Background: an optimization exercise with open tools, aiming at small area and a short achievable clock period. Do not read the settings as production practice. No functional check of the RTL was part of any run shown here. Power is estimated from default activity; no workload was simulated.

**flow/design.v**
```verilog
module PE (
    input  wire               clk,
    input  wire               rst,
    input  wire               en,
    input  wire               mode_residual,
    input  wire signed [15:0] input_data,
    input  wire signed [15:0] weight_data,
    input  wire signed [15:0] residual_data,
    output reg  signed [15:0] output_data,
    output wire               input_sparse,
    output wire               weight_sparse,
    output wire               computation_skipped,
    output reg         [15:0] sparse_count,
    output reg         [15:0] total_count
);
    assign input_sparse  = (input_data[15:4] == 12'h000) |
                           ((input_data[15:4] == 12'hfff) & (input_data[3:0] != 4'h0));
    assign weight_sparse = (weight_data[15:4] == 12'h000) |
                           ((weight_data[15:4] == 12'hfff) & (weight_data[3:0] != 4'h0));
    assign computation_skipped = input_sparse | weight_sparse;
    wire mac = en & ~computation_skipped;
    reg  [15:0] acc;
    wire [16:0] bx = {weight_data, 1'b0};
    wire [16:0] ax = {input_data, 1'b0};
    wire one0 = (bx[1] ^ bx[0]) & mac;
    wire two0 = ((bx[2] & ~bx[1] & ~bx[0]) | (~bx[2] & bx[1] & bx[0])) & mac;
    wire neg0 = bx[2] & mac;
    wire bp_0_0;
    bsel u_bs0_0 (.one(one0), .two(two0), .neg(neg0), .a1(ax[1]), .a0(ax[0]), .p(bp_0_0));
    wire bp_0_1;
    bsel u_bs0_1 (.one(one0), .two(two0), .neg(neg0), .a1(ax[2]), .a0(ax[1]), .p(bp_0_1));
    wire bp_0_2;
    bsel u_bs0_2 (.one(one0), .two(two0), .neg(neg0), .a1(ax[3]), .a0(ax[2]), .p(bp_0_2));
    wire bp_0_3;
    bsel u_bs0_3 (.one(one0), .two(two0), .neg(neg0), .a1(ax[4]), .a0(ax[3]), .p(bp_0_3));
    wire bp_0_4;
    bsel u_bs0_4 (.one(one0), .two(two0), .neg(neg0), .a1(ax[5]), .a0(ax[4]), .p(bp_0_4));
    wire bp_0_5;
    bsel u_bs0_5 (.one(one0), .two(two0), .neg(neg0), .a1(ax[6]), .a0(ax[5]), .p(bp_0_5));
    wire bp_0_6;
    bsel u_bs0_6 (.one(one0), .two(two0), .neg(neg0), .a1(ax[7]), .a0(ax[6]), .p(bp_0_6));
    wire bp_0_7;
    bsel u_bs0_7 (.one(one0), .two(two0), .neg(neg0), .a1(ax[8]), .a0(ax[7]), .p(bp_0_7));
    wire bp_0_8;
    bsel u_bs0_8 (.one(one0), .two(two0), .neg(neg0), .a1(ax[9]), .a0(ax[8]), .p(bp_0_8));
    wire bp_0_9;
    bsel u_bs0_9 (.one(one0), .two(two0), .neg(neg0), .a1(ax[10]), .a0(ax[9]), .p(bp_0_9));
    wire bp_0_10;
    bsel u_bs0_10 (.one(one0), .two(two0), .neg(neg0), .a1(ax[11]), .a0(ax[10]), .p(bp_0_10));
    wire bp_0_11;
    bsel u_bs0_11 (.one(one0), .two(two0), .neg(neg0), .a1(ax[12]), .a0(ax[11]), .p(bp_0_11));
    wire bp_0_12;
    bsel u_bs0_12 (.one(one0), .two(two0), .neg(neg0), .a1(ax[13]), .a0(ax[12]), .p(bp_0_12));
    wire bp_0_13;
    bsel u_bs0_13 (.one(one0), .two(two0), .neg(neg0), .a1(ax[14]), .a0(ax[13]), .p(bp_0_13));
    wire bp_0_14;
    bsel u_bs0_14 (.one(one0), .two(two0), .neg(neg0), .a1(ax[15]), .a0(ax[14]), .p(bp_0_14));
    wire bp_0_15;
    bsel u_bs0_15 (.one(one0), .two(two0), .neg(neg0), .a1(ax[16]), .a0(ax[15]), .p(bp_0_15));
    wire one1 = (bx[3] ^ bx[2]) & mac;
    wire two1 = ((bx[4] & ~bx[3] & ~bx[2]) | (~bx[4] & bx[3] & bx[2])) & mac;
    wire neg1 = bx[4] & mac;
    wire bp_1_0;
    bsel u_bs1_0 (.one(one1), .two(two1), .neg(neg1), .a1(ax[1]), .a0(ax[0]), .p(bp_1_0));
    wire bp_1_1;
    bsel u_bs1_1 (.one(one1), .two(two1), .neg(neg1), .a1(ax[2]), .a0(ax[1]), .p(bp_1_1));
    wire bp_1_2;
    bsel u_bs1_2 (.one(one1), .two(two1), .neg(neg1), .a1(ax[3]), .a0(ax[2]), .p(bp_1_2));
    wire bp_1_3;
    bsel u_bs1_3 (.one(one1), .two(two1), .neg(neg1), .a1(ax[4]), .a0(ax[3]), .p(bp_1_3));
    wire bp_1_4;
    bsel u_bs1_4 (.one(one1), .two(two1), .neg(neg1), .a1(ax[5]), .a0(ax[4]), .p(bp_1_4));
    wire bp_1_5;
    bsel u_bs1_5 (.one(one1), .two(two1), .neg(neg1), .a1(ax[6]), .a0(ax[5]), .p(bp_1_5));
    wire bp_1_6;
    bsel u_bs1_6 (.one(one1), .two(two1), .neg(neg1), .a1(ax[7]), .a0(ax[6]), .p(bp_1_6));
    wire bp_1_7;
    bsel u_bs1_7 (.one(one1), .two(two1), .neg(neg1), .a1(ax[8]), .a0(ax[7]), .p(bp_1_7));
    wire bp_1_8;
    bsel u_bs1_8 (.one(one1), .two(two1), .neg(neg1), .a1(ax[9]), .a0(ax[8]), .p(bp_1_8));
    wire bp_1_9;
    bsel u_bs1_9 (.one(one1), .two(two1), .neg(neg1), .a1(ax[10]), .a0(ax[9]), .p(bp_1_9));
    wire bp_1_10;
    bsel u_bs1_10 (.one(one1), .two(two1), .neg(neg1), .a1(ax[11]), .a0(ax[10]), .p(bp_1_10));
    wire bp_1_11;
    bsel u_bs1_11 (.one(one1), .two(two1), .neg(neg1), .a1(ax[12]), .a0(ax[11]), .p(bp_1_11));
    wire bp_1_12;
    bsel u_bs1_12 (.one(one1), .two(two1), .neg(neg1), .a1(ax[13]), .a0(ax[12]), .p(bp_1_12));
    wire bp_1_13;
    bsel u_bs1_13 (.one(one1), .two(two1), .neg(neg1), .a1(ax[14]), .a0(ax[13]), .p(bp_1_13));
    wire one2 = (bx[5] ^ bx[4]) & mac;
    wire two2 = ((bx[6] & ~bx[5] & ~bx[4]) | (~bx[6] & bx[5] & bx[4])) & mac;
    wire neg2 = bx[6] & mac;
    wire bp_2_0;
    bsel u_bs2_0 (.one(one2), .two(two2), .neg(neg2), .a1(ax[1]), .a0(ax[0]), .p(bp_2_0));
    wire bp_2_1;
    bsel u_bs2_1 (.one(one2), .two(two2), .neg(neg2), .a1(ax[2]), .a0(ax[1]), .p(bp_2_1));
    wire bp_2_2;
    bsel u_bs2_2 (.one(one2), .two(two2), .neg(neg2), .a1(ax[3]), .a0(ax[2]), .p(bp_2_2));
    wire bp_2_3;
    bsel u_bs2_3 (.one(one2), .two(two2), .neg(neg2), .a1(ax[4]), .a0(ax[3]), .p(bp_2_3));
    wire bp_2_4;
    bsel u_bs2_4 (.one(one2), .two(two2), .neg(neg2), .a1(ax[5]), .a0(ax[4]), .p(bp_2_4));
    wire bp_2_5;
    bsel u_bs2_5 (.one(one2), .two(two2), .neg(neg2), .a1(ax[6]), .a0(ax[5]), .p(bp_2_5));
    wire bp_2_6;
    bsel u_bs2_6 (.one(one2), .two(two2), .neg(neg2), .a1(ax[7]), .a0(ax[6]), .p(bp_2_6));
    wire bp_2_7;
    bsel u_bs2_7 (.one(one2), .two(two2), .neg(neg2), .a1(ax[8]), .a0(ax[7]), .p(bp_2_7));
    wire bp_2_8;
    bsel u_bs2_8 (.one(one2), .two(two2), .neg(neg2), .a1(ax[9]), .a0(ax[8]), .p(bp_2_8));
    wire bp_2_9;
    bsel u_bs2_9 (.one(one2), .two(two2), .neg(neg2), .a1(ax[10]), .a0(ax[9]), .p(bp_2_9));
    wire bp_2_10;
    bsel u_bs2_10 (.one(one2), .two(two2), .neg(neg2), .a1(ax[11]), .a0(ax[10]), .p(bp_2_10));
    wire bp_2_11;
    bsel u_bs2_11 (.one(one2), .two(two2), .neg(neg2), .a1(ax[12]), .a0(ax[11]), .p(bp_2_11));
    wire one3 = (bx[7] ^ bx[6]) & mac;
    wire two3 = ((bx[8] & ~bx[7] & ~bx[6]) | (~bx[8] & bx[7] & bx[6])) & mac;
    wire neg3 = bx[8] & mac;
    wire bp_3_0;
    bsel u_bs3_0 (.one(one3), .two(two3), .neg(neg3), .a1(ax[1]), .a0(ax[0]), .p(bp_3_0));
    wire bp_3_1;
    bsel u_bs3_1 (.one(one3), .two(two3), .neg(neg3), .a1(ax[2]), .a0(ax[1]), .p(bp_3_1));
    wire bp_3_2;
    bsel u_bs3_2 (.one(one3), .two(two3), .neg(neg3), .a1(ax[3]), .a0(ax[2]), .p(bp_3_2));
    wire bp_3_3;
    bsel u_bs3_3 (.one(one3), .two(two3), .neg(neg3), .a1(ax[4]), .a0(ax[3]), .p(bp_3_3));
    wire bp_3_4;
    bsel u_bs3_4 (.one(one3), .two(two3), .neg(neg3), .a1(ax[5]), .a0(ax[4]), .p(bp_3_4));
    wire bp_3_5;
    bsel u_bs3_5 (.one(one3), .two(two3), .neg(neg3), .a1(ax[6]), .a0(ax[5]), .p(bp_3_5));
    wire bp_3_6;
    bsel u_bs3_6 (.one(one3), .two(two3), .neg(neg3), .a1(ax[7]), .a0(ax[6]), .p(bp_3_6));
    wire bp_3_7;
    bsel u_bs3_7 (.one(one3), .two(two3), .neg(neg3), .a1(ax[8]), .a0(ax[7]), .p(bp_3_7));
    wire bp_3_8;
    bsel u_bs3_8 (.one(one3), .two(two3), .neg(neg3), .a1(ax[9]), .a0(ax[8]), .p(bp_3_8));
    wire bp_3_9;
    bsel u_bs3_9 (.one(one3), .two(two3), .neg(neg3), .a1(ax[10]), .a0(ax[9]), .p(bp_3_9));
    wire one4 = (bx[9] ^ bx[8]) & mac;
    wire two4 = ((bx[10] & ~bx[9] & ~bx[8]) | (~bx[10] & bx[9] & bx[8])) & mac;
    wire neg4 = bx[10] & mac;
    wire bp_4_0;
    bsel u_bs4_0 (.one(one4), .two(two4), .neg(neg4), .a1(ax[1]), .a0(ax[0]), .p(bp_4_0));
    wire bp_4_1;
    bsel u_bs4_1 (.one(one4), .two(two4), .neg(neg4), .a1(ax[2]), .a0(ax[1]), .p(bp_4_1));
    wire bp_4_2;
    bsel u_bs4_2 (.one(one4), .two(two4), .neg(neg4), .a1(ax[3]), .a0(ax[2]), .p(bp_4_2));
    wire bp_4_3;
    bsel u_bs4_3 (.one(one4), .two(two4), .neg(neg4), .a1(ax[4]), .a0(ax[3]), .p(bp_4_3));
    wire bp_4_4;
    bsel u_bs4_4 (.one(one4), .two(two4), .neg(neg4), .a1(ax[5]), .a0(ax[4]), .p(bp_4_4));
    wire bp_4_5;
    bsel u_bs4_5 (.one(one4), .two(two4), .neg(neg4), .a1(ax[6]), .a0(ax[5]), .p(bp_4_5));
    wire bp_4_6;
    bsel u_bs4_6 (.one(one4), .two(two4), .neg(neg4), .a1(ax[7]), .a0(ax[6]), .p(bp_4_6));
    wire bp_4_7;
    bsel u_bs4_7 (.one(one4), .two(two4), .neg(neg4), .a1(ax[8]), .a0(ax[7]), .p(bp_4_7));
    wire one5 = (bx[11] ^ bx[10]) & mac;
    wire two5 = ((bx[12] & ~bx[11] & ~bx[10]) | (~bx[12] & bx[11] & bx[10])) & mac;
    wire neg5 = bx[12] & mac;
    wire bp_5_0;
    bsel u_bs5_0 (.one(one5), .two(two5), .neg(neg5), .a1(ax[1]), .a0(ax[0]), .p(bp_5_0));
    wire bp_5_1;
    bsel u_bs5_1 (.one(one5), .two(two5), .neg(neg5), .a1(ax[2]), .a0(ax[1]), .p(bp_5_1));
    wire bp_5_2;
    bsel u_bs5_2 (.one(one5), .two(two5), .neg(neg5), .a1(ax[3]), .a0(ax[2]), .p(bp_5_2));
    wire bp_5_3;
    bsel u_bs5_3 (.one(one5), .two(two5), .neg(neg5), .a1(ax[4]), .a0(ax[3]), .p(bp_5_3));
    wire bp_5_4;
    bsel u_bs5_4 (.one(one5), .two(two5), .neg(neg5), .a1(ax[5]), .a0(ax[4]), .p(bp_5_4));
    wire bp_5_5;
    bsel u_bs5_5 (.one(one5), .two(two5), .neg(neg5), .a1(ax[6]), .a0(ax[5]), .p(bp_5_5));
    wire one6 = (bx[13] ^ bx[12]) & mac;
    wire two6 = ((bx[14] & ~bx[13] & ~bx[12]) | (~bx[14] & bx[13] & bx[12])) & mac;
    wire neg6 = bx[14] & mac;
    wire bp_6_0;
    bsel u_bs6_0 (.one(one6), .two(two6), .neg(neg6), .a1(ax[1]), .a0(ax[0]), .p(bp_6_0));
    wire bp_6_1;
    bsel u_bs6_1 (.one(one6), .two(two6), .neg(neg6), .a1(ax[2]), .a0(ax[1]), .p(bp_6_1));
    wire bp_6_2;
    bsel u_bs6_2 (.one(one6), .two(two6), .neg(neg6), .a1(ax[3]), .a0(ax[2]), .p(bp_6_2));
    wire bp_6_3;
    bsel u_bs6_3 (.one(one6), .two(two6), .neg(neg6), .a1(ax[4]), .a0(ax[3]), .p(bp_6_3));
    wire one7 = (bx[15] ^ bx[14]) & mac;
    wire two7 = ((bx[16] & ~bx[15] & ~bx[14]) | (~bx[16] & bx[15] & bx[14])) & mac;
    wire neg7 = bx[16] & mac;
    wire bp_7_0 = one7 & ax[1];
    wire bp_7_1 = ((one7 & ax[2]) | (two7 & ax[1])) ^ (neg7 & one7 & ax[1]);
    wire hs0, hc0;
    ha u_ha0 (.a(acc[8]), .b(neg4), .s(hs0), .co(hc0));
    wire hs1, hc1;
    ha u_ha1 (.a(acc[9]), .b(bp_0_9), .s(hs1), .co(hc1));
    wire fs0, fc0;
    fa u_fa0 (.a(acc[10]), .b(neg5), .c(bp_0_10), .s(fs0), .co(fc0));
    wire hs2, hc2;
    ha u_ha2 (.a(bp_1_8), .b(bp_2_6), .s(hs2), .co(hc2));
    wire fs1, fc1;
    fa u_fa1 (.a(acc[11]), .b(bp_0_11), .c(bp_1_9), .s(fs1), .co(fc1));
    wire hs3, hc3;
    ha u_ha3 (.a(bp_2_7), .b(bp_3_5), .s(hs3), .co(hc3));
    wire fs2, fc2;
    fa u_fa2 (.a(acc[12]), .b(neg6), .c(bp_0_12), .s(fs2), .co(fc2));
    wire fs3, fc3;
    fa u_fa3 (.a(bp_1_10), .b(bp_2_8), .c(bp_3_6), .s(fs3), .co(fc3));
    wire hs4, hc4;
    ha u_ha4 (.a(bp_4_4), .b(bp_5_2), .s(hs4), .co(hc4));
    wire fs4, fc4;
    fa u_fa4 (.a(acc[13]), .b(bp_0_13), .c(bp_1_11), .s(fs4), .co(fc4));
    wire fs5, fc5;
    fa u_fa5 (.a(bp_2_9), .b(bp_3_7), .c(bp_4_5), .s(fs5), .co(fc5));
    wire hs5, hc5;
    ha u_ha5 (.a(bp_5_3), .b(bp_6_1), .s(hs5), .co(hc5));
    wire fs6, fc6;
    fa u_fa6 (.a(acc[14]), .b(bp_0_14), .c(bp_1_12), .s(fs6), .co(fc6));
    wire fs7, fc7;
    fa u_fa7 (.a(bp_2_10), .b(bp_3_8), .c(bp_4_6), .s(fs7), .co(fc7));
    wire fs8, fc8;
    fa u_fa8 (.a(bp_5_4), .b(bp_6_2), .c(bp_7_0), .s(fs8), .co(fc8));
    wire fs9 = acc[15] ^ bp_0_15 ^ bp_1_13;
    wire fs10 = bp_2_11 ^ bp_3_9 ^ bp_4_7;
    wire fs11 = bp_5_5 ^ bp_6_3 ^ bp_7_1;
    wire hs6, hc6;
    ha u_ha6 (.a(acc[4]), .b(neg2), .s(hs6), .co(hc6));
    wire hs7, hc7;
    ha u_ha7 (.a(acc[5]), .b(bp_0_5), .s(hs7), .co(hc7));
    wire fs12, fc12;
    fa u_fa12 (.a(acc[6]), .b(neg3), .c(bp_0_6), .s(fs12), .co(fc12));
    wire hs8, hc8;
    ha u_ha8 (.a(bp_1_4), .b(bp_2_2), .s(hs8), .co(hc8));
    wire fs13, fc13;
    fa u_fa13 (.a(acc[7]), .b(bp_0_7), .c(bp_1_5), .s(fs13), .co(fc13));
    wire hs9, hc9;
    ha u_ha9 (.a(bp_2_3), .b(bp_3_1), .s(hs9), .co(hc9));
    wire fs14, fc14;
    fa u_fa14 (.a(bp_0_8), .b(bp_1_6), .c(bp_2_4), .s(fs14), .co(fc14));
    wire fs15, fc15;
    fa u_fa15 (.a(bp_3_2), .b(bp_4_0), .c(hs0), .s(fs15), .co(fc15));
    wire fs16, fc16;
    fa u_fa16 (.a(bp_1_7), .b(bp_2_5), .c(bp_3_3), .s(fs16), .co(fc16));
    wire fs17, fc17;
    fa u_fa17 (.a(bp_4_1), .b(hc0), .c(hs1), .s(fs17), .co(fc17));
    wire fs18, fc18;
    fa u_fa18 (.a(bp_3_4), .b(bp_4_2), .c(bp_5_0), .s(fs18), .co(fc18));
    wire fs19, fc19;
    fa u_fa19 (.a(hc1), .b(hs2), .c(fs0), .s(fs19), .co(fc19));
    wire fs20, fc20;
    fa u_fa20 (.a(bp_4_3), .b(bp_5_1), .c(hc2), .s(fs20), .co(fc20));
    wire fs21, fc21;
    fa u_fa21 (.a(hs3), .b(fc0), .c(fs1), .s(fs21), .co(fc21));
    wire fs22, fc22;
    fa u_fa22 (.a(bp_6_0), .b(hc3), .c(hs4), .s(fs22), .co(fc22));
    wire fs23, fc23;
    fa u_fa23 (.a(fc1), .b(fs2), .c(fs3), .s(fs23), .co(fc23));
    wire fs24, fc24;
    fa u_fa24 (.a(hc4), .b(hs5), .c(fc2), .s(fs24), .co(fc24));
    wire fs25, fc25;
    fa u_fa25 (.a(fc3), .b(fs4), .c(fs5), .s(fs25), .co(fc25));
    wire fs26, fc26;
    fa u_fa26 (.a(hc5), .b(fc4), .c(fc5), .s(fs26), .co(fc26));
    wire fs27, fc27;
    fa u_fa27 (.a(fs6), .b(fs7), .c(fs8), .s(fs27), .co(fc27));
    wire fs28 = fc6 ^ fc7 ^ fc8;
    wire fs29 = fs10 ^ fs11 ^ fs9;
    wire hs10, hc10;
    ha u_ha10 (.a(acc[2]), .b(neg1), .s(hs10), .co(hc10));
    wire hs11, hc11;
    ha u_ha11 (.a(acc[3]), .b(bp_0_3), .s(hs11), .co(hc11));
    wire fs30, fc30;
    fa u_fa30 (.a(bp_0_4), .b(bp_1_2), .c(bp_2_0), .s(fs30), .co(fc30));
    wire fs31, fc31;
    fa u_fa31 (.a(bp_1_3), .b(bp_2_1), .c(hc6), .s(fs31), .co(fc31));
    wire fs32, fc32;
    fa u_fa32 (.a(bp_3_0), .b(hc7), .c(hs8), .s(fs32), .co(fc32));
    wire fs33, fc33;
    fa u_fa33 (.a(hc8), .b(hs9), .c(fc12), .s(fs33), .co(fc33));
    wire fs34, fc34;
    fa u_fa34 (.a(hc9), .b(fc13), .c(fs14), .s(fs34), .co(fc34));
    wire fs35, fc35;
    fa u_fa35 (.a(fc14), .b(fc15), .c(fs16), .s(fs35), .co(fc35));
    wire fs36, fc36;
    fa u_fa36 (.a(fc16), .b(fs18), .c(fc17), .s(fs36), .co(fc36));
    wire fs37, fc37;
    fa u_fa37 (.a(fc18), .b(fs20), .c(fc19), .s(fs37), .co(fc37));
    wire fs38, fc38;
    fa u_fa38 (.a(fc20), .b(fs22), .c(fc21), .s(fs38), .co(fc38));
    wire fs39, fc39;
    fa u_fa39 (.a(fc22), .b(fc23), .c(fs24), .s(fs39), .co(fc39));
    wire fs40, fc40;
    fa u_fa40 (.a(fc24), .b(fc25), .c(fs26), .s(fs40), .co(fc40));
    wire fs41 = fc26 ^ fc27 ^ fs28;
    wire hs12, hc12;
    ha u_ha12 (.a(acc[0]), .b(neg0), .s(hs12), .co(hc12));
    wire hs13, hc13;
    ha u_ha13 (.a(acc[1]), .b(bp_0_1), .s(hs13), .co(hc13));
    wire fs42, fc42;
    fa u_fa42 (.a(bp_0_2), .b(bp_1_0), .c(hs10), .s(fs42), .co(fc42));
    wire fs43, fc43;
    fa u_fa43 (.a(bp_1_1), .b(hc10), .c(hs11), .s(fs43), .co(fc43));
    wire fs44, fc44;
    fa u_fa44 (.a(hs6), .b(hc11), .c(fs30), .s(fs44), .co(fc44));
    wire fs45, fc45;
    fa u_fa45 (.a(hs7), .b(fc30), .c(fs31), .s(fs45), .co(fc45));
    wire fs46, fc46;
    fa u_fa46 (.a(fc31), .b(fs12), .c(fs32), .s(fs46), .co(fc46));
    wire fs47, fc47;
    fa u_fa47 (.a(fs13), .b(fc32), .c(fs33), .s(fs47), .co(fc47));
    wire fs48, fc48;
    fa u_fa48 (.a(fs15), .b(fc33), .c(fs34), .s(fs48), .co(fc48));
    wire fs49, fc49;
    fa u_fa49 (.a(fs17), .b(fc34), .c(fs35), .s(fs49), .co(fc49));
    wire fs50, fc50;
    fa u_fa50 (.a(fc35), .b(fs19), .c(fs36), .s(fs50), .co(fc50));
    wire fs51, fc51;
    fa u_fa51 (.a(fs21), .b(fc36), .c(fs37), .s(fs51), .co(fc51));
    wire fs52, fc52;
    fa u_fa52 (.a(fs23), .b(fc37), .c(fs38), .s(fs52), .co(fc52));
    wire fs53, fc53;
    fa u_fa53 (.a(fs25), .b(fc38), .c(fs39), .s(fs53), .co(fc53));
    wire fs54, fc54;
    fa u_fa54 (.a(fs27), .b(fc39), .c(fs40), .s(fs54), .co(fc54));
    wire fs55 = fs29 ^ fc40 ^ fs41;
    wire [15:0] row0 = {fc54, fc53, fc52, fc51, fc50, fc49, fc48, fc47, fc46, fc45, fc44, fc43, fc42, hc13, hc12, bp_0_0};
    wire [15:0] row1 = {fs55, fs54, fs53, fs52, fs51, fs50, fs49, fs48, fs47, fs46, fs45, fs44, fs43, fs42, hs13, hs12};
    wire [15:0] acc_nx = row0 + row1;
    always @(posedge clk or posedge rst) begin
        if (rst) begin
            acc <= 16'd0;
            output_data <= 16'd0;
            sparse_count <= 16'd0;
            total_count <= 16'd0;
        end else begin
            total_count  <= total_count + {15'd0, en};
            sparse_count <= sparse_count + {15'd0, en & computation_skipped};
            acc <= acc_nx;
            if (en) output_data <= acc + (mode_residual ? residual_data : 16'd0);
        end
    end
endmodule
module fa (input wire a, input wire b, input wire c, output wire s, output wire co);
    assign s = a ^ b ^ c;
    assign co = (a & b) | (a & c) | (b & c);
endmodule
module bsel (input wire one, input wire two, input wire neg, input wire a1, input wire a0, output wire p);
    assign p = ((one & a1) | (two & a0)) ^ neg;
endmodule
module ha (input wire a, input wire b, output wire s, output wire co);
    assign s = a ^ b;
    assign co = a & b;
endmodule
```
**flow/run.sh**
```bash
#!/bin/bash
# synth_recipe.tcl (not shown) runs the flow's synth.tcl, then flattens the netlist and writes it again
# the make line also repeats each setting of config.mk as NAME=value (left out here)
make -C /OpenROAD-flow-scripts/flow DESIGN_CONFIG=/design/flow/config.mk WORK_HOME=/design/flow/orfs CLKGATE_MAP_FILE= SYNTH_SCRIPT=/design/flow/synth_recipe.tcl finish
```
**flow/config.mk**
```make
export PLATFORM = sky130hd
export DESIGN_NAME = PE
export DESIGN_NICKNAME = PE
export VERILOG_FILES = /design/flow/design.v
export SDC_FILE = /design/flow/constraint.sdc
export NUM_CORES = 4
export LEC_CHECK = 0
export CAP_MARGIN = 20
export CORE_MARGIN = 2
export CORE_UTILIZATION = 40
export PLACE_DENSITY = 0.6
export SLEW_MARGIN = 20
export SYNTH_HIERARCHICAL = 1
export SYNTH_MINIMUM_KEEP_SIZE = 0
```
**flow/constraint.sdc**
```tcl
create_clock -name core_clock -period 8.0 [get_ports {clk}]
set_input_delay 1.6000 -clock core_clock [delete_from_list [all_inputs] [get_ports {clk}]]
set_output_delay 1.6000 -clock core_clock [all_outputs]
set_load 0.01 [all_outputs]
```
==> impl_metrics.env, run 1 <==
export IMPL_peakVddDrop_mv=0.235
export IMPL_area_growth_pct=24.6
export IMPL_avgViaCountPerCell=5.38
export IMPL_period_needed_ns=7.21
export IMPL_crit_type="in -> reg"
export IMPL_nNetsFinal=948
export IMPL_holdCritPathClass="reg -> reg"
export IMPL_grt_use_total_pct=20.5
export IMPL_synth_area_um2=7030
export IMPL_start_util_pct=40.8
export IMPL_combPwrFrac_pct=74.0
export IMPL_drive_gt1_share_pct=16.6
export IMPL_p_leak_nw=3.45
export IMPL_power_frac_clock_pct=10.2
export IMPL_timing_final_crit_share_pct=90.2
export IMPL_cts_resized=0
export IMPL_wirelength_um=18400
export IMPL_reg2reg_slack_ns=4.37
export IMPL_place_ws_ns=0.478
export IMPL_pin_count=103
export IMPL_yosys_warnings=7
export IMPL_critPathLaunchType="input port"
export IMPL_p_int_mw=1.96
export IMPL_synth_top_flop_cell="dfrtp_1"
export IMPL_async_reset_ff_share_pct=100
export IMPL_drtAntennaViolNets=0
export IMPL_slew_headroom_pct=32.5
export IMPL_num_rows=48
export IMPL_dieWidth_um=137
export IMPL_min_path_cells=1
export IMPL_switching_power_mw=1.58
export IMPL_first_global_vias=5740
export IMPL_design_area_um2=8760
export IMPL_fin_setup_tns_ns=0
export IMPL_finalSetupViolCount=0
export IMPL_switching_share_pct=44.7
export IMPL_hold_buffers=0
export IMPL_ys_seq_area_share_pct=22.8
export IMPL_dr_first_iter_drc_count=305
export IMPL_r2r_end="acc[13]$_DFF_PP0_"
export IMPL_final_hold_viol_count=0
export IMPL_grt_overflow_total=0
export IMPL_vias=5530
export IMPL_p_per_area_nw_per_um2=404
export IMPL_r2r_start="acc[10]$_DFF_PP0_"
export IMPL_cts_buffers=9
export IMPL_hpwl_um=15000
export IMPL_htree_levels=3
export IMPL_cp_required_ns=8.20
export IMPL_seqCellArea_um2=1600
export IMPL_worstMarginPinSlew_ns=1.01
export IMPL_ys_types=58
export IMPL_synth_adder_area_share_pct=23.2
export IMPL_synth_seq_cells=64
export IMPL_synth_simple_area_share_pct=12.9
export IMPL_avgRoutedWirePerCell_um=17.9
export IMPL_synth_top_family_by_area="adder cells"
export IMPL_cap_violations=0
export IMPL_crit_fanout=16
export IMPL_holdPathEnd="total_count[15]$_DFF_PP0_"
export IMPL_syn_area_per_cell_um2=10.6
export IMPL_place_congestion=0.927
export IMPL_die_area_um2=18600
export IMPL_clk_pin_slew_ns=0.05
export IMPL_slew_violations=0
export IMPL_synth_cells=665
export IMPL_clockRootBuffer="clkbuf_16"
export IMPL_fillerInstances=1526
export IMPL_crit_arrival_ns=7.42
export IMPL_dpl_instance_area_um2=8470
export IMPL_insertion_delay_ns=0.32
export IMPL_p_seq_share_pct=15.8
export IMPL_p_total_mw=3.54
export IMPL_fin_ws_ns=0.788
export IMPL_clock_sinks=64
export IMPL_portBuffers=102
export IMPL_cp_end_kind="flop"
export IMPL_clk_path_buf_depth=2
export IMPL_die_y_um=137
export IMPL_grt_antenna_before_repair=1
export IMPL_grt_max_degree=65
export IMPL_max_freq_mhz=139
export IMPL_synth_edf_count=0
export IMPL_cts_tree="yes"
export IMPL_synthXorXnorAreaFrac_pct=17.6
export IMPL_dr_pass1_iters=4
export IMPL_status="no timing/DRC/antenna violations"
export IMPL_synth_mux_area_share_pct=1.28
export IMPL_final_setup_skew_ns=0.00675
export IMPL_multi_input_area_um2=5340
export IMPL_core_area_um2=17200
export IMPL_drc=0
export IMPL_hp_start="total_count[15]$_DFF_PP0_"
export IMPL_worst_r2r_path_depth=9
export IMPL_rsz0062_at_grt="no"
export IMPL_synth_compound_area_share_pct=20.7
export IMPL_grt_pass1_wl_um=29800
export IMPL_post_cts_buffers=0
==> Yosys stat by module (local to each module, per instance) <==
module	cells	cell area, um2
ha	1	12.5
bsel	2	21.3
fa	1	20.0
PE	462	4380
==> power groups by stage <==
stage                     clock network [mW]  logic (mW)  registers (mW)
after CTS                              0.371        2.63           0.562
after global placement                     0        2.50           0.564
after floorplan                            0        1.97           0.562
after detailed placement                   0        2.62           0.566
final                                  0.360        2.62           0.558
after global routing                   0.391        2.92           0.576
==> worst max-delay path by stage <==
| stage | from | to | slack [ns] | cells after the start |
|---|---|---|---|---|
| final | input_data[8] | acc[13]$_DFF_PP0_ | 0.79 | 18 |
| after global routing | input_data[7] | acc[15]$_DFF_PP0_ | 0.47 | 19 |
| after CTS | input_data[7] | acc[13]$_DFF_PP0_ | 0.83 | 19 |
| after detailed placement | input_data[7] | acc[13]$_DFF_PP0_ | 0.48 | 19 |
| after global placement | input_data[7] | acc[15]$_DFF_PP0_ | 0.67 | 18 |
| after floorplan | input_data[1] | acc[15]$_DFF_PP0_ | 1.46 | 16 |
==> cell families (layout without fill, tap and decap cells) <==
family / after synthesis / count (layout)
simple gates: 170 / 170
xor+xnor: 141 / 141
compound gates: 154 / 154
mux: 8 / 8
other cells: 1 / 8
flops: 64 / 64
fa+ha+maj: 100 / 100
buf+inv: 27 / 158
==> cell usage in the layout, fill, tap and decap left out, types with 2 or more instances in the layout <==
cell,synthesis,routed
a21oi_1,27,27
o211ai_1,4,4
o2111ai_1,2,2
xor2_1,18,18
o21ai_1,6,6
clkdlybuf4s50_1,0,102
or3b_2,2,2
o31ai_1,2,2
clkbuf_8,0,2
o21ai_0,8,8
inv_1,20,19
ha_1,48,48
nor3_1,9,9
nand4_1,16,16
a211o_1,4,4
nand2b_1,3,3
conb_1,1,7
nand3_1,13,13
mux2_2,8,8
a22oi_2,71,71
clkbuf_16,0,9
nor2_1,34,34
or2_2,2,2
a21oi_2,2,2
nor4_1,10,10
nand3b_1,7,7
clkinv_2,0,3
a211oi_1,3,3
fa_1,51,51
o21a_1,2,2
and2_1,23,23
nand2_1,33,33
a21o_1,10,10
buf_4,0,20
xnor2_1,123,123
nor2b_1,5,5
dfrtp_1,64,64
and3_1,6,6
==> final cells by class <==
type / count / area share, %
Clock inverter: 5 / 0.357
Clock buffer: 11 / 2.89
Sequential cell: 64 / 18.3
Tap cell: 225 / 3.21
Timing Repair Buffer: 122 / 13.4
Multi-Input combinational cell: 580 / 61.0
Antenna cell: 1 / 0.0286
Inverter: 20 / 0.857
==> per-layer routing <==
layer | up-vias | track usage [%] | part of all wire (%)
met5 | - | 0 | 0
met4 | 0 | 7.93 | 1.9
met3 | 25 | 2.56 | 4.4
met2 | 142 | 33.6 | 48
met1 | 2708 | 27.5 | 46
li1 | 2655 | - | -
==> cell usage after synthesis (9+ instances only) <==
| cell | number | area share, % |
|---|---|---|
| inv_1 | 20 | 1.1 |
| xor2_1 | 18 | 2.2 |
| nand4_1 | 16 | 1.4 |
| ha_1 | 48 | 8.5 |
| nand3_1 | 13 | 0.93 |
| nor2_1 | 34 | 1.8 |
| and2_1 | 23 | 2.0 |
| a21o_1 | 10 | 1.1 |
| dfrtp_1 | 64 | 23 |
| a21oi_1 | 27 | 1.9 |
| a22oi_2 | 71 | 13 |
| nand2_1 | 33 | 1.8 |
| nor3_1 | 9 | 0.64 |
| xnor2_1 | 123 | 15 |
| fa_1 | 51 | 15 |
| nor4_1 | 10 | 0.89 |
==> sequential cells by signal, summed over array words and instances (netlist names) <==
| register | flops |
|---|---|
| acc | 16 |
| output_data | 16 |
| sparse_count | 16 |
| total_count | 16 |
==> through the flow <==
step                      util [%]  hold slack (ns)  instances
after floorplan                  -            0.504        671
after global placement        49.2            0.462       1011
after detailed placement      49.2            0.463       1011
after CTS                     50.8            0.474       1027
after global routing          50.8            0.491       1028
final                         50.8            0.467       1028
==> worst max-delay path, stage by stage <==
cell,delay [ns]
clkdlybuf4s50_1,0.87
nor4_1,0.15
a31oi_2,0.33
nand2_1,0.16
nor2_4,0.17
and2_4,0.17
nor2b_4,0.56
a22oi_2,0.12
xnor2_1,0.21
fa_1,0.46
fa_1,0.39
fa_1,0.50
fa_1,0.41
ha_1,0.38
nand2_1,0.14
o311ai_1,0.46
a21oi_1,0.17
xnor2_1,0.15
==> run 2: changes to the inputs <==
==> flow/flow/run.sh (new file) <==
#!/bin/bash
# Standard ORFS layout, with port buffers of the smallest buffer cell
# (instead of buffer_ports' default pick, clkdlybuf4s50_1).
set -euo pipefail
export BUFFER_PORTS_ARGS="-buffer_cell sky130_fd_sc_hd__buf_1"
bash standard.sh finish > standard_flow.log 2>&1
==> flow/standard.sh (new file) <==
#!/bin/bash
# synth_recipe.tcl (not shown) runs the flow's synth.tcl, then flattens the netlist and writes it again
# the make line also repeats each setting of config.mk as NAME=value (left out here)
make -C /OpenROAD-flow-scripts/flow DESIGN_CONFIG=/design/flow/config.mk WORK_HOME=/design/flow/orfs CLKGATE_MAP_FILE= SYNTH_SCRIPT=/design/flow/synth_recipe.tcl "${@:-finish}"
removed: flow/run.sh
==> impl_metrics.env, run 2 <==
export IMPL_synth_area_um2=7030
export IMPL_antennaDiodeCount=0
export IMPL_die_area_um2=18600
export IMPL_synth_adder_area_share_pct=23.2
export IMPL_slew_violations=0
export IMPL_die_y_um=137
export IMPL_synth_compound_area_share_pct=20.7
export IMPL_max_freq_mhz=143
export IMPL_crit_type="in -> reg"
export IMPL_synth_mux_area_share_pct=1.28
export IMPL_clockRootBuffer="clkbuf_16"
export IMPL_cp_slowest_cell="buf_1"
export IMPL_hold_buffers=0
export IMPL_hpwl_um=13700
export IMPL_ys_top_cells_by_count="xnor2_1, a22oi_2, dfrtp_1"
export IMPL_hp_start="sparse_count[15]$_DFF_PP0_"
export IMPL_crit_fanout=18
export IMPL_synth_edf_count=0
export IMPL_syn_area_per_cell_um2=10.6
export IMPL_final_hold_viol_count=0
export IMPL_first_global_vias=5384
export IMPL_grt_pass1_wl_um=27900
export IMPL_cts_buffers=9
export IMPL_synth_top_family_by_area="adder cells"
export IMPL_worst_r2r_path_depth=9
export IMPL_r2r_end="acc[15]$_DFF_PP0_"
export IMPL_clk_path_buf_depth=2
export IMPL_critPathLaunchType="input port"
export IMPL_nNetsFinal=944
export IMPL_holdCritPathClass="reg -> reg"
export IMPL_post_cts_buffers=0
export IMPL_yosysTopAreaCellShare_pct=22.8
export IMPL_grt_max_degree=65
export IMPL_rsz0062_at_grt="no"
export IMPL_area_growth_pct=15.3
export IMPL_portBuffers=102
export IMPL_final_setup_skew_ns=0.00656
export IMPL_final_common_cell="xnor2_1"
export IMPL_cp_end_kind="flop"
export IMPL_worstMarginPinSlew_ns=1.09
export IMPL_drtAntennaViolNets=0
export IMPL_avgViaCountPerCell=5.35
export IMPL_synth_simple_area_share_pct=12.9
export IMPL_fin_setup_tns_ns=0
export IMPL_p_leak_nw=3.17
export IMPL_netlist_top_cells_area="dfrtp_1, xnor2_1, fa_1, a22oi_2, ha_1"
export IMPL_p_per_area_nw_per_um2=416
export IMPL_drive_gt1_share_pct=16.0
export IMPL_status="no timing/DRC/antenna violations"
export IMPL_ys_seq_area_share_pct=22.8
export IMPL_grt_overflow_total=0
export IMPL_synth_most_common_cell="xnor2_1"
export IMPL_cts_resized=0
export IMPL_holdPathEnd="sparse_count[15]$_DFF_PP0_"
export IMPL_drc=0
export IMPL_pin_count=103
export IMPL_synth_seq_cells=64
export IMPL_period_needed_ns=6.99
export IMPL_yosys_warnings=7
export IMPL_cpMostUsedCell="fa_1"
export IMPL_synth_top_flop_cell="dfrtp_1"
export IMPL_num_rows=48
export IMPL_dieWidth_um=137
export IMPL_reg2reg_slack_ns=4.42
export IMPL_min_path_cells=1
export IMPL_cp_required_ns=8.21
export IMPL_timing_final_crit_share_pct=87.4
export IMPL_cts_tree="yes"
export IMPL_avgRoutedWirePerCell_um=16.5
export IMPL_r2r_start="acc[10]$_DFF_PP0_"
export IMPL_core_area_um2=17200
export IMPL_async_reset_ff_share_pct=100
export IMPL_insertion_delay_ns=0.33
export IMPL_crit_arrival_ns=7.20
export IMPL_grt_use_total_pct=19.1
export IMPL_crit_chain="buf_1, nor4_1, a31oi_2, nand2_1, nor2_4, and2_4, nor2b_4, buf_4, a22oi_2, xnor2_1, fa_1, fa_1, fa_1, ha_1, a21o_1, a21o_1, a21oi_2, a2bb2oi_2, o311ai_1, o22a_1, xnor2_1"
export IMPL_final_cell_mix="xnor2_1, buf_1, a22oi_2"
export IMPL_finalSetupViolCount=0
export IMPL_max_stage_delay_ns=0.65
export IMPL_clock_sinks=64
export IMPL_whs_ns=0.468
export IMPL_fin_util_pct=47.0
export IMPL_htree_levels=3
export IMPL_cap_violations=0
export IMPL_ys_types=58
export IMPL_vias=5474
export IMPL_peakVddDrop_mv=0.235
export IMPL_place_congestion=0.884
export IMPL_wirelength_um=16900
export IMPL_dr_pass1_iters=4
export IMPL_grt_antenna_before_repair=0
export IMPL_synthXorXnorAreaFrac_pct=17.6
export IMPL_clk_pin_slew_ns=0.05
export IMPL_p_total_mw=3.37
export IMPL_yosysTopAreaCell="dfrtp_1"
export IMPL_slew_headroom_pct=26.8
export IMPL_synth_cells=665
export IMPL_dr_first_iter_drc_count=264
export IMPL_start_util_pct=40.8
==> run 2: cell types whose count changed in the layout (fill, tap and decap cells not counted) <==
cell / change
buf_1: +102
buf_4: -4
bufinv_16: +1
clkbuf_1: +1
clkbuf_8: -1
clkdlybuf4s50_1: -102
clkinv_2: -1
diode_2: -1
==> run 2: cell families after synthesis <==
family,Yosys count
other cells,1
fa+ha+maj,100
compound gates,154
flops,64
mux,8
xor+xnor,141
buf+inv,27
simple gates,170
==> run 2: worst max path at each step <==
stage	start	endpoint	slack (ns)	cells after the start
after floorplan	input_data[1]	acc[15]$_DFF_PP0_	1.46	16
after global placement	input_data[5]	acc[15]$_DFF_PP0_	0.82	21
after detailed placement	input_data[5]	acc[15]$_DFF_PP0_	0.69	21
after CTS	input_data[5]	acc[15]$_DFF_PP0_	1.03	21
after global routing	input_data[5]	acc[15]$_DFF_PP0_	0.62	21
final	input_data[5]	acc[15]$_DFF_PP0_	1.01	21
==> run 2: final cells by class <==
| type | count | area [um2] |
|---|---|---|
| clock buffers | 11 | 243 |
| clock inverters | 5 | 56.3 |
| fillers | 1635 | 9130 |
| inverters | 20 | 75.1 |
| multi-input cells | 580 | 5340 |
| flip-flops and latches | 64 | 1600 |
| well taps | 225 | 282 |
| repair buffers | 118 | 503 |
==> run 2: through the flow <==
step / setup WS, ns / area (um2) / instances
after floorplan: 1.46 / 7050 / 671
after global placement: 0.820 / 7800 / 1007
after detailed placement: 0.687 / 7800 / 1007
after CTS: 1.03 / 8100 / 1023
after global routing: 0.619 / 8100 / 1023
final: 1.01 / 8100 / 1023
==> run 2: modules after synthesis, one instance, submodules excluded <==
module  copies in the design  area (um2)
ha                        14        12.5
bsel                      70        21.3
PE                         1        4380
fa                        49        20.0
==> run 2: critical path: cells and delay by family <==
kind	cells	cell delay, ns
xor gates and xnor gates	2	0.31
AOI/OAI and AO/OA	8	1.49
buffers and inverters	2	0.90
adders and majority gates	4	1.68
and+or+nand+nor	5	1.19
==> run 2: power breakdown <==
part	switching [mW]	leakage (nW)	internal [mW]	total (mW)
registers	0.0883	0.804	0.468	0.556
logic	1.27	2.22	1.16	2.43
clock network	0.137	0.145	0.249	0.386
total	1.50	3.17	1.88	3.37
==> run 2: layer usage <==
metal | global-route usage, % | part of all wire (%)
met4 | 5.56 | 1.3
met3 | 2.15 | 5.1
met1 | 27.5 | 48
met5 | 0 | 0
met2 | 30.3 | 46
==> run 3: changes to the inputs <==
--- a/flow/design.v
+++ b/flow/design.v
@@ -24,5 +24,5 @@
     wire [16:0] ax = {input_data, 1'b0};
-    wire one0 = (bx[1] ^ bx[0]) & mac;
-    wire two0 = ((bx[2] & ~bx[1] & ~bx[0]) | (~bx[2] & bx[1] & bx[0])) & mac;
-    wire neg0 = bx[2] & mac;
+    wire one0 = (bx[1] ^ bx[0]);
+    wire two0 = ((bx[2] & ~bx[1] & ~bx[0]) | (~bx[2] & bx[1] & bx[0]));
+    wire neg0 = bx[2];
     wire bp_0_0;
@@ -59,5 +59,5 @@
     bsel u_bs0_15 (.one(one0), .two(two0), .neg(neg0), .a1(ax[16]), .a0(ax[15]), .p(bp_0_15));
-    wire one1 = (bx[3] ^ bx[2]) & mac;
-    wire two1 = ((bx[4] & ~bx[3] & ~bx[2]) | (~bx[4] & bx[3] & bx[2])) & mac;
-    wire neg1 = bx[4] & mac;
+    wire one1 = (bx[3] ^ bx[2]);
+    wire two1 = ((bx[4] & ~bx[3] & ~bx[2]) | (~bx[4] & bx[3] & bx[2]));
+    wire neg1 = bx[4];
     wire bp_1_0;
@@ -90,5 +90,5 @@
     bsel u_bs1_13 (.one(one1), .two(two1), .neg(neg1), .a1(ax[14]), .a0(ax[13]), .p(bp_1_13));
-    wire one2 = (bx[5] ^ bx[4]) & mac;
-    wire two2 = ((bx[6] & ~bx[5] & ~bx[4]) | (~bx[6] & bx[5] & bx[4])) & mac;
-    wire neg2 = bx[6] & mac;
+    wire one2 = (bx[5] ^ bx[4]);
+    wire two2 = ((bx[6] & ~bx[5] & ~bx[4]) | (~bx[6] & bx[5] & bx[4]));
+    wire neg2 = bx[6];
     wire bp_2_0;
@@ -117,5 +117,5 @@
     bsel u_bs2_11 (.one(one2), .two(two2), .neg(neg2), .a1(ax[12]), .a0(ax[11]), .p(bp_2_11));
-    wire one3 = (bx[7] ^ bx[6]) & mac;
-    wire two3 = ((bx[8] & ~bx[7] & ~bx[6]) | (~bx[8] & bx[7] & bx[6])) & mac;
-    wire neg3 = bx[8] & mac;
+    wire one3 = (bx[7] ^ bx[6]);
+    wire two3 = ((bx[8] & ~bx[7] & ~bx[6]) | (~bx[8] & bx[7] & bx[6]));
+    wire neg3 = bx[8];
     wire bp_3_0;
@@ -140,5 +140,5 @@
     bsel u_bs3_9 (.one(one3), .two(two3), .neg(neg3), .a1(ax[10]), .a0(ax[9]), .p(bp_3_9));
-    wire one4 = (bx[9] ^ bx[8]) & mac;
-    wire two4 = ((bx[10] & ~bx[9] & ~bx[8]) | (~bx[10] & bx[9] & bx[8])) & mac;
-    wire neg4 = bx[10] & mac;
+    wire one4 = (bx[9] ^ bx[8]);
+    wire two4 = ((bx[10] & ~bx[9] & ~bx[8]) | (~bx[10] & bx[9] & bx[8]));
+    wire neg4 = bx[10];
     wire bp_4_0;
@@ -159,5 +159,5 @@
     bsel u_bs4_7 (.one(one4), .two(two4), .neg(neg4), .a1(ax[8]), .a0(ax[7]), .p(bp_4_7));
-    wire one5 = (bx[11] ^ bx[10]) & mac;
-    wire two5 = ((bx[12] & ~bx[11] & ~bx[10]) | (~bx[12] & bx[11] & bx[10])) & mac;
-    wire neg5 = bx[12] & mac;
+    wire one5 = (bx[11] ^ bx[10]);
+    wire two5 = ((bx[12] & ~bx[11] & ~bx[10]) | (~bx[12] & bx[11] & bx[10]));
+    wire neg5 = bx[12];
     wire bp_5_0;
@@ -174,5 +174,5 @@
     bsel u_bs5_5 (.one(one5), .two(two5), .neg(neg5), .a1(ax[6]), .a0(ax[5]), .p(bp_5_5));
-    wire one6 = (bx[13] ^ bx[12]) & mac;
-    wire two6 = ((bx[14] & ~bx[13] & ~bx[12]) | (~bx[14] & bx[13] & bx[12])) & mac;
-    wire neg6 = bx[14] & mac;
+    wire one6 = (bx[13] ^ bx[12]);
+    wire two6 = ((bx[14] & ~bx[13] & ~bx[12]) | (~bx[14] & bx[13] & bx[12]));
+    wire neg6 = bx[14];
     wire bp_6_0;
@@ -185,5 +185,5 @@
     bsel u_bs6_3 (.one(one6), .two(two6), .neg(neg6), .a1(ax[4]), .a0(ax[3]), .p(bp_6_3));
-    wire one7 = (bx[15] ^ bx[14]) & mac;
-    wire two7 = ((bx[16] & ~bx[15] & ~bx[14]) | (~bx[16] & bx[15] & bx[14])) & mac;
-    wire neg7 = bx[16] & mac;
+    wire one7 = (bx[15] ^ bx[14]);
+    wire two7 = ((bx[16] & ~bx[15] & ~bx[14]) | (~bx[16] & bx[15] & bx[14]));
+    wire neg7 = bx[16];
     wire bp_7_0 = one7 & ax[1];
@@ -335,3 +335,3 @@
             sparse_count <= sparse_count + {15'd0, en & computation_skipped};
-            acc <= acc_nx;
+            if (mac) acc <= acc_nx;
             if (en) output_data <= acc + (mode_residual ? residual_data : 16'd0);
==> flow/run.sh (new file) <==
#!/bin/bash
# synth_recipe.tcl (not shown) runs the flow's synth.tcl, then flattens the netlist and writes it again
# the make line also repeats each setting of config.mk as NAME=value (left out here)
make -C /OpenROAD-flow-scripts/flow DESIGN_CONFIG=/design/flow/config.mk WORK_HOME=/design/flow/orfs CLKGATE_MAP_FILE= SYNTH_SCRIPT=/design/flow/synth_recipe.tcl finish
removed: flow/flow/run.sh
removed: flow/standard.sh
==> impl_metrics.env, run 3 <==
export IMPL_status="no timing/DRC/antenna violations"
export IMPL_drive_gt1_share_pct=16.2
export IMPL_p_per_area_nw_per_um2=462
export IMPL_htree_levels=3
export IMPL_dp_cells=1007
export IMPL_max_freq_mhz=155
export IMPL_critPathLaunchType="input port"
export IMPL_slew_headroom_pct=25.3
export IMPL_p_leak_nw=3.42
export IMPL_dr_pass1_iters=4
export IMPL_vias=5484
export IMPL_crit_type="in -> reg"
export IMPL_nNetsFinal=944
export IMPL_clk_path_buf_depth=2
export IMPL_period_needed_ns=6.45
export IMPL_crit_start="weight_data[7]"
export IMPL_whs_ns=0.469
export IMPL_dr_first_iter_drc_count=257
export IMPL_clockRootBuffer="clkbuf_16"
export IMPL_hpwl_um=13900
export IMPL_synth_most_common_cell="xnor2_1"
export IMPL_finalSetupViolCount=0
export IMPL_wirelength_um=17500
export IMPL_insertion_delay_ns=0.32
export IMPL_place_ws_ns=1.24
export IMPL_fin_ws_ns=1.55
export IMPL_design_area_um2=8750
export IMPL_peakVddDrop_mv=0.323
export IMPL_fin_setup_tns_ns=0
export IMPL_clock_sinks=64
export IMPL_ys_types=59
export IMPL_ys_seq_area_share_pct=22.6
export IMPL_grt_overflow_total=0
export IMPL_crit_arrival_ns=6.68
export IMPL_pin_count=103
export IMPL_final_cell_mix="xnor2_1, clkdlybuf4s50_1, a22oi_2"
export IMPL_hold_buffers=0
export IMPL_multi_input_area_um2=5390
export IMPL_final_common_cell="xnor2_1"
export IMPL_ys_top_cells_by_count="xnor2_1, a22oi_2, dfrtp_1"
export IMPL_holdCritPathClass="reg -> reg"
export IMPL_crit_fanout=17
export IMPL_synth_top_flop_cell="dfrtp_1"
export IMPL_grt_use_total_pct=19.8
export IMPL_synth_cells=667
export IMPL_portBuffers=102
export IMPL_async_reset_ff_share_pct=100
export IMPL_post_cts_buffers=0
export IMPL_cp_required_ns=8.23
export IMPL_clk_pin_slew_ns=0.05
export IMPL_synth_edf_count=0
export IMPL_cts_resized=0
export IMPL_avgRoutedWirePerCell_um=17.1
export IMPL_yosysTopAreaCellShare_pct=22.6
export IMPL_core_area_um2=17300
export IMPL_num_rows=48
export IMPL_netlist_top_cells_area="dfrtp_1, xnor2_1, fa_1, a22oi_2, ha_1"
export IMPL_yosysTopAreaCell="dfrtp_1"
export IMPL_synth_area_um2=7070
export IMPL_area_growth_pct=23.7
export IMPL_first_global_vias=5689
export IMPL_cp_end_kind="flop"
export IMPL_seqCellArea_um2=1600
export IMPL_dpl_instance_area_um2=8470
export IMPL_cts_buffers=9
export IMPL_grt_antenna_before_repair=0
export IMPL_fillerInstances=1593
export IMPL_die_y_um=137
export IMPL_slew_violations=0
export IMPL_rsz0062_at_grt="no"
export IMPL_die_area_um2=18800
export IMPL_hp_start="sparse_count[15]$_DFF_PP0_"
export IMPL_cap_violations=0
export IMPL_cts_tree="yes"
export IMPL_grt_max_degree=65
export IMPL_worstMarginPinSlew_ns=1.12
export IMPL_synth_seq_cells=64
export IMPL_yosys_warnings=7
export IMPL_start_util_pct=40.9
export IMPL_timing_final_crit_share_pct=80.7
export IMPL_final_setup_skew_ns=0.00489
export IMPL_grt_pass1_wl_um=29300
export IMPL_final_cells=1023
export IMPL_antennaDiodeCount=0
export IMPL_avgViaCountPerCell=5.36
export IMPL_syn_area_per_cell_um2=10.6
export IMPL_reg2reg_slack_ns=4.26
export IMPL_final_hold_viol_count=0
export IMPL_drc=0
export IMPL_dieWidth_um=137
export IMPL_place_congestion=0.816
export IMPL_r2r_start="acc[8]$_DFFE_PP0P_"
export IMPL_drtAntennaViolNets=0
[run 3: cell count changes after synthesis, sizes merged, moves of 3 or more]
cell	delta
nor3	-6
xnor2	-6
a211oi	-3
inv	-3
o21ai	+16
mux2	+4
nand3b	-5
nor2	-12
and2	-3
nand2	+15
xor2	+9
a21oi	-9
a211o	-3
[run 3: cell type report]
class                           instances  share of cell area (%)
Clock inverter                          6                   0.500
Clock buffer                           10                    2.73
Sequential cell                        64                    18.3
Multi-Input combinational cell        584                    61.6
Inverter                               17                   0.729
Timing Repair Buffer                  117                    13.0
Tap cell                              225                    3.22
[run 3: path summary, 6_finish.rpt]
kind                       cells past startpoint                         end
max in group asynchronous                      3         acc[12]$_DFFE_PP0P_
min in group asynchronous                      3  output_data[2]$_DFFE_PP0P_
min reg2reg                                    1  sparse_count[15]$_DFF_PP0_
max reg2reg                                   11         acc[14]$_DFFE_PP0P_
min                                            1  sparse_count[15]$_DFF_PP0_
max                                           15         acc[14]$_DFFE_PP0P_
[run 3: worst max-delay path, cell delays in order]
cell             delay (ns)
clkdlybuf4s50_1        0.45
buf_4                  0.27
xor2_1                 0.90
a22oi_2                0.20
xnor2_1                0.26
fa_1                   0.49
fa_1                   0.55
fa_1                   0.42
ha_1                   0.36
a21o_1                 0.23
o21a_1                 0.17
o21ai_0                0.20
o21ai_0                0.16
o31a_1                 0.26
o31ai_1                0.18
[run 3: cells by family after synthesis]
group / synth area share, %
fa+ha+maj: 23.1
compound gates: 21.6
mux: 1.91
other cells: 0.0530
buf+inv: 1.49
simple gates: 11.4
xor+xnor: 17.8
flops: 22.6
[run 3: power by group]
| group | switching [mW] | internal (mW) |
|---|---|---|
| Clock | 0.138 | 0.218 |
| Combinational | 1.63 | 1.50 |
| Sequential | 0.110 | 0.443 |
| Total | 1.87 | 2.17 |
[run 3: per-stage QoR]
stage | utilization, % | total power, mW
2_1_floorplan | - | 2.96
3_3_place_gp | 49.0 | 3.63
3_5_place_dp | 49.0 | 3.68
4_1_cts | 50.6 | 4.06
5_1_grt | 50.6 | 4.50
6_report | 50.6 | 4.04
[run 3: modules after synthesis (local to each module, per instance)]
module	flops+latches	area, um2	cells inside
PE	64	4430	464
bsel	0	21.3	2
fa	0	20.0	1
ha	0	12.5	1
[run 3: routing by layer]
layer | GRT usage, % | vias to the layer above | share of wire, %
li1 | - | 2658 | -
met4 | 6.07 | 0 | 2.2
met5 | 0 | - | 0
met1 | 27.6 | 2640 | 47
met2 | 32.4 | 162 | 46
met3 | 1.89 | 24 | 4.7
==> run 4: changes to the inputs <==
==> flow/flow/run.sh (new file) <==
#!/bin/bash
# Standard ORFS layout, with port buffers of the smallest buffer cell
# (instead of buffer_ports' default pick, clkdlybuf4s50_1).
set -euo pipefail
export BUFFER_PORTS_ARGS="-buffer_cell sky130_fd_sc_hd__buf_1"
bash standard.sh finish > standard_flow.log 2>&1
==> flow/standard.sh (new file) <==
#!/bin/bash
# synth_recipe.tcl (not shown) runs the flow's synth.tcl, then flattens the netlist and writes it again
# the make line also repeats each setting of config.mk as NAME=value (left out here)
make -C /OpenROAD-flow-scripts/flow DESIGN_CONFIG=/design/flow/config.mk WORK_HOME=/design/flow/orfs CLKGATE_MAP_FILE= SYNTH_SCRIPT=/design/flow/synth_recipe.tcl "${@:-finish}"
--- a/flow/config.mk
+++ b/flow/config.mk
@@ -11,2 +11,3 @@
 export PLACE_DENSITY = 0.6
+export SETUP_SLACK_MARGIN = 3
 export SLEW_MARGIN = 20
removed: flow/run.sh
==> impl_metrics.env, run 4 <==
export IMPL_status="no timing/DRC/antenna violations"
export IMPL_grt_max_degree=65
export IMPL_slew_violations=0
export IMPL_num_rows=48
export IMPL_cp_required_ns=8.23
export IMPL_avgViaCountPerCell=5.43
export IMPL_synth_most_common_cell="xnor2_1"
export IMPL_power_frac_clock_pct=8.2
export IMPL_netlist_top_cells_area="dfrtp_1, xnor2_1, fa_1, a22oi_2, ha_1"
export IMPL_holdCritPathClass="reg -> reg"
export IMPL_p_per_area_nw_per_um2=525
export IMPL_dr_pass1_iters=5
export IMPL_crit_type="in -> reg"
export IMPL_htree_levels=3
export IMPL_slew_headroom_pct=46.2
export IMPL_nNetsFinal=995
export IMPL_pin_count=103
export IMPL_wirelength_um=18700
export IMPL_synth_area_um2=7070
export IMPL_grt_use_total_pct=20.5
export IMPL_min_path_cells=1
export IMPL_hp_start="total_count[15]$_DFF_PP0_"
export IMPL_worstMarginPinSlew_ns=0.807
export IMPL_ys_top_cells_by_count="xnor2_1, a22oi_2, dfrtp_1"
export IMPL_fin_ws_ns=2.80
export IMPL_yosysTopAreaCellShare_pct=22.6
export IMPL_ys_seq_area_share_pct=22.6
export IMPL_place_ws_ns=1.67
export IMPL_grt_overflow_total=0
export IMPL_drc=0
export IMPL_async_reset_ff_share_pct=100
export IMPL_reg2reg_slack_ns=4.45
export IMPL_crit_fanout=6
export IMPL_clk_pin_slew_ns=0.05
export IMPL_die_y_um=137
export IMPL_cap_violations=0
export IMPL_final_setup_skew_ns=0.00834
export IMPL_r2r_end="acc[14]$_DFFE_PP0P_"
export IMPL_synth_top_flop_cell="dfrtp_1"
export IMPL_period_needed_ns=5.20
export IMPL_final_cell_mix="xnor2_1, buf_1, a22oi_2"
export IMPL_start_util_pct=40.9
export IMPL_worst_r2r_path_depth=11
export IMPL_peakVddDrop_mv=0.495
export IMPL_synth_edf_count=0
export IMPL_final_hold_viol_count=0
export IMPL_timing_final_crit_share_pct=65.0
export IMPL_grt_antenna_before_repair=0
export IMPL_portBuffers=102
export IMPL_combPwrFrac_pct=80.4
export IMPL_rsz0062_at_grt="yes"
export IMPL_max_freq_mhz=192
export IMPL_p_total_mw=4.89
export IMPL_p_seq_share_pct=11.3
export IMPL_syn_area_per_cell_um2=10.6
export IMPL_drtAntennaViolNets=0
export IMPL_clock_sinks=64
export IMPL_clk_path_buf_depth=2
export IMPL_ys_types=59
export IMPL_place_congestion=0.861
export IMPL_final_common_cell="xnor2_1"
export IMPL_switching_power_mw=2.17
export IMPL_switching_share_pct=44.3
export IMPL_hpwl_um=13900
export IMPL_p_int_mw=2.72
export IMPL_yosysTopAreaCell="dfrtp_1"
export IMPL_clockRootBuffer="clkbuf_16"
export IMPL_avgRoutedWirePerCell_um=17.4
export IMPL_r2r_start="acc[8]$_DFFE_PP0P_"
export IMPL_cts_tree="yes"
export IMPL_die_area_um2=18800
export IMPL_crit_arrival_ns=5.43
export IMPL_antennaDiodeCount=0
export IMPL_synth_seq_cells=64
export IMPL_area_growth_pct=31.6
export IMPL_finalSetupViolCount=0
export IMPL_dr_first_iter_drc_count=238
export IMPL_cts_buffers=9
export IMPL_synth_cells=667
export IMPL_fin_setup_tns_ns=0
export IMPL_crit_start="weight_data[5]"
export IMPL_holdPathEnd="total_count[15]$_DFF_PP0_"
export IMPL_grt_pass1_wl_um=30200
export IMPL_first_global_vias=5939
export IMPL_yosys_warnings=7
export IMPL_critPathLaunchType="input port"
export IMPL_vias=5828
export IMPL_hold_buffers=0
export IMPL_dieWidth_um=137
export IMPL_p_leak_nw=3.68
export IMPL_core_area_um2=17300
export IMPL_cp_end_kind="flop"
export IMPL_drive_gt1_share_pct=31.3
export IMPL_insertion_delay_ns=0.33
==> run 4: cell count changes in the layout (fill, tap and decap cells not counted), moves of 11 or more <==
cell	change
clkdlybuf4s50_1	-102
buf_1	+83
buf_4	+35
fa_1	-12
fa_2	+12
ha_1	-11
o21ai_0	-11
xnor2_1	-11
xnor2_2	+11
==> run 4: worst max-delay path by stage <==
stage,end,slack (ns),depth (start not counted)
after floorplan,acc[14]$_DFFE_PP0P_,2.78,13
after CTS,acc[15]$_DFFE_PP0P_,2.80,18
final,acc[14]$_DFFE_PP0P_,2.80,18
after detailed placement,acc[15]$_DFFE_PP0P_,1.67,17
after global routing,acc[15]$_DFFE_PP0P_,2.64,18
after global placement,acc[15]$_DFFE_PP0P_,1.50,15
==> run 4: critical path, stage by stage <==
cell and delay [ns]:
buf_6 0.10, buf_12 0.13, nand3b_1 0.19, o21ai_4 0.10, buf_6 0.12, buf_12 0.10
a22oi_2 0.07, xnor2_2 0.16, fa_2 0.55, fa_2 0.44, fa_1 0.53, ha_4 0.22
a21o_1 0.21, a211o_1 0.30, nand2_1 0.08, o21ai_1 0.09, o31a_1 0.24, o31ai_1 0.18
==> run 4: metrics by stage <==
stage / area, um2 / instances / hold slack (ns) / util, %
after floorplan: 7280 / 673 / 0.481 / -
after global placement: 7970 / 1001 / 0.462 / 46.1
after detailed placement: 7970 / 1001 / 0.461 / 46.1
after CTS: 9170 / 1073 / 0.472 / 53.0
after global routing: 9300 / 1074 / 0.491 / 53.8
final: 9300 / 1074 / 0.469 / 53.8
==> run 4: power by group through the flow <==
stage / logic [mW] / clock network (mW) / registers (mW)
final: 3.93 / 0.402 / 0.554
after global routing: 4.33 / 0.430 / 0.570
after CTS: 3.71 / 0.413 / 0.554
after detailed placement: 3.23 / 0 / 0.559
after global placement: 3.18 / 0 / 0.554
after floorplan: 2.61 / 0 / 0.545
==> run 4: repair_timing <==
item                                    in CTS  in global routing
endpoints found under the setup margin      14                  9
resized for setup                           91                 27
setup buffers                               54                  1
gates cloned                                 2                  0
pin swaps                                   33                 20
==> run 4: cells by family after synthesis <==
logic type      Yosys count  synth area share (%)
flops                    64                  22.6
mux                      12                  1.91
xor+xnor                144                  17.8
fa+ha+maj               100                  23.1
simple gates            158                  11.4
compound gates          163                  21.6
other cells               1                0.0530
buf+inv                  25                  1.49
==> run 4: area by class of cell <==
class	count	area [um2]
multi-input combinational	584	5890
clock inverter	5	62.6
inverter	17	63.8
tap	225	282
timing repair buffer	168	1150
sequential	64	1600
fill	1504	7990
clock buffer	11	253
==> run 4: Yosys stat by module, one instance, submodules excluded <==
module | times used | flops+latches | cells | area [um2]
ha | 14 | 0 | 1 | 12.5
PE | 1 | 64 | 464 | 4430
fa | 49 | 0 | 1 | 20.0
bsel | 70 | 0 | 2 | 21.3
==> run 4: layer usage <==
metal / share of wire [%] / global-route usage, %
met2: 46 / 33.0
met3: 5.7 / 2.26
met1: 46 / 28.6
met5: 0 / 0
met4: 1.9 / 6.99
==> run 5: changes to the inputs <==
--- a/flow/config.mk
+++ b/flow/config.mk
@@ -11,3 +11,3 @@
 export PLACE_DENSITY = 0.6
-export SETUP_SLACK_MARGIN = 3
+export SETUP_SLACK_MARGIN = 2
 export SLEW_MARGIN = 20
==> impl_metrics.env, run 5 <==
export IMPL_synth_seq_cells=64
export IMPL_combPwrFrac_pct=77.2
export IMPL_synth_mux_area_share_pct=1.91
export IMPL_p_per_area_nw_per_um2=479
export IMPL_wirelength_um=16800
export IMPL_worst_r2r_path_depth=11
export IMPL_reg2reg_slack_ns=4.24
export IMPL_min_path_cells=1
export IMPL_max_freq_mhz=176
export IMPL_syn_area_per_cell_um2=10.6
export IMPL_synth_compound_area_share_pct=21.6
export IMPL_num_rows=48
export IMPL_fillerInstances=1726
export IMPL_multi_input_area_um2=5420
export IMPL_p_leak_nw=3.21
export IMPL_drive_gt1_share_pct=17.4
export IMPL_clk_path_buf_depth=2
export IMPL_synth_area_um2=7070
export IMPL_ys_seq_area_share_pct=22.6
export IMPL_insertion_delay_ns=0.33
export IMPL_core_area_um2=17300
export IMPL_cts_tree="yes"
export IMPL_grt_pass1_wl_um=27300
export IMPL_switching_share_pct=47.2
export IMPL_htree_levels=3
export IMPL_cap_violations=0
export IMPL_place_congestion=0.827
export IMPL_status="no timing/DRC/antenna violations"
export IMPL_yosys_warnings=7
export IMPL_power_frac_clock_pct=8.7
export IMPL_netlist_top_cells_area="dfrtp_1, xnor2_1, fa_1, a22oi_2, ha_1"
export IMPL_drc=0
export IMPL_grt_overflow_total=0
export IMPL_synth_adder_area_share_pct=23.1
export IMPL_vias=5400
export IMPL_final_common_cell="xnor2_1"
export IMPL_dr_pass1_iters=4
export IMPL_crit_fanout=14
export IMPL_synth_edf_count=0
export IMPL_seqCellArea_um2=1600
export IMPL_cp_required_ns=8.23
export IMPL_crit_arrival_ns=5.92
export IMPL_die_y_um=137
export IMPL_crit_type="in -> reg"
export IMPL_die_area_um2=18800
export IMPL_r2r_start="acc[8]$_DFFE_PP0P_"
export IMPL_holdCritPathClass="reg -> reg"
export IMPL_async_reset_ff_share_pct=100
export IMPL_hp_start="sparse_count[15]$_DFF_PP0_"
-- run 5: cell counts after synthesis --
No cell type changed its count.
-- run 5: cells by family (layout without fill, tap and decap cells) --
kind of cell | Yosys count | after routing
AO/OA/AOI/OAI | 163 | 163
XOR/XNOR | 144 | 144
adder cells (fa/ha/maj) | 100 | 100
buffers and inverters | 25 | 157
flip-flops | 64 | 64
multiplexers | 12 | 12
other | 1 | 7
AND/OR/NAND/NOR | 158 | 158
-- run 5: per-module statistics from Yosys, one instance, submodules excluded --
module	cells inside	cell area (um2)	flip-flops and latches
PE	464	4430	64
fa	1	20.0	0
bsel	2	21.3	0
ha	1	12.5	0
-- run 5: metrics by stage --
stage | cells | cell area [um2] | utilization, % | worst slack [ns] | power, mW
6_report | 1030 | 8200 | 47.4 | 2.31 | 3.93
3_3_place_gp | 1013 | 7880 | 45.5 | 1.63 | 3.54
2_1_floorplan | 673 | 7090 | - | 2.05 | 2.96
3_5_place_dp | 1013 | 7880 | 45.5 | 1.54 | 3.58
5_1_grt | 1030 | 8200 | 47.4 | 1.97 | 4.37
4_1_cts | 1027 | 8140 | 47.1 | 2.03 | 3.95
-- run 5: worst max-delay path, stage by stage --
cell and delay [ns]:
buf_1 0.29, buf_6 0.26, nor2_1 0.10, nand2_1 0.07
o21ai_0 0.07, buf_4 0.21, a22oi_2 0.17, xnor2_1 0.11
fa_1 0.53, fa_1 0.54, fa_1 0.41, ha_1 0.35
a21o_1 0.23, o21a_1 0.18, o21ai_0 0.19, o21ai_0 0.15
o31a_1 0.26, o31ai_1 0.19
-- run 5: layout make-up --
type                       count  share of cell area, %
tap                          225                   3.43
clock inverter                 3                  0.244
timing repair buffer         126                   6.99
inverter                      17                  0.778
sequential                    64                   19.5
multi-input combinational    584                   66.1
clock buffer                  11                   2.96
-- run 5: power by group through the flow --
| stage | combinational (mW) | sequential (mW) | clock [mW] |
|---|---|---|---|
| after floorplan | 2.41 | 0.545 | 0 |
| after global placement | 2.99 | 0.554 | 0 |
| after detailed placement | 3.02 | 0.556 | 0 |
| after CTS | 3.04 | 0.552 | 0.355 |
| after global routing | 3.43 | 0.568 | 0.371 |
| final | 3.04 | 0.552 | 0.344 |
-- run 5: metal layers --
metal / up-vias / wire (um) / share of wire, % / track usage, %
met1: 2566 / 8510 / 51 / 26.3
met5: - / 0 / 0 / 0
met2: 135 / 7340 / 44 / 29.7
met3: 19 / 602 / 3.6 / 2.04
li1: 2680 / - / - / -
met4: 0 / 304 / 1.8 / 5.56
-- run 5: timing repair --
action                                  CTS  global route
gates resized for setup                   1             9
buffers inserted                          0             3
endpoints found under the setup margin    2             4
cloned                                    0             0
-- run 5: worst max path at each step --
stage	startpoint	to	slack [ns]	cells after the start
6_report	weight_data[5]	acc[14]$_DFFE_PP0P_	2.31	18
5_1_grt	weight_data[9]	acc[14]$_DFFE_PP0P_	1.97	15
4_1_cts	weight_data[7]	acc[14]$_DFFE_PP0P_	2.03	15
3_5_place_dp	weight_data[1]	acc[14]$_DFFE_PP0P_	1.54	17
3_3_place_gp	weight_data[1]	acc[14]$_DFFE_PP0P_	1.63	17
2_1_floorplan	weight_data[1]	acc[14]$_DFFE_PP0P_	2.05	14

Re-timed with assumed drivers on the ports (clkbuf_16 on the clock, buf_2 on other inputs), run 5 has 2.313 ns of setup slack against 2.309 ns with ideal ports, and 1.952 ns once port delays also move by the mid clock arrival of 0.361 ns.
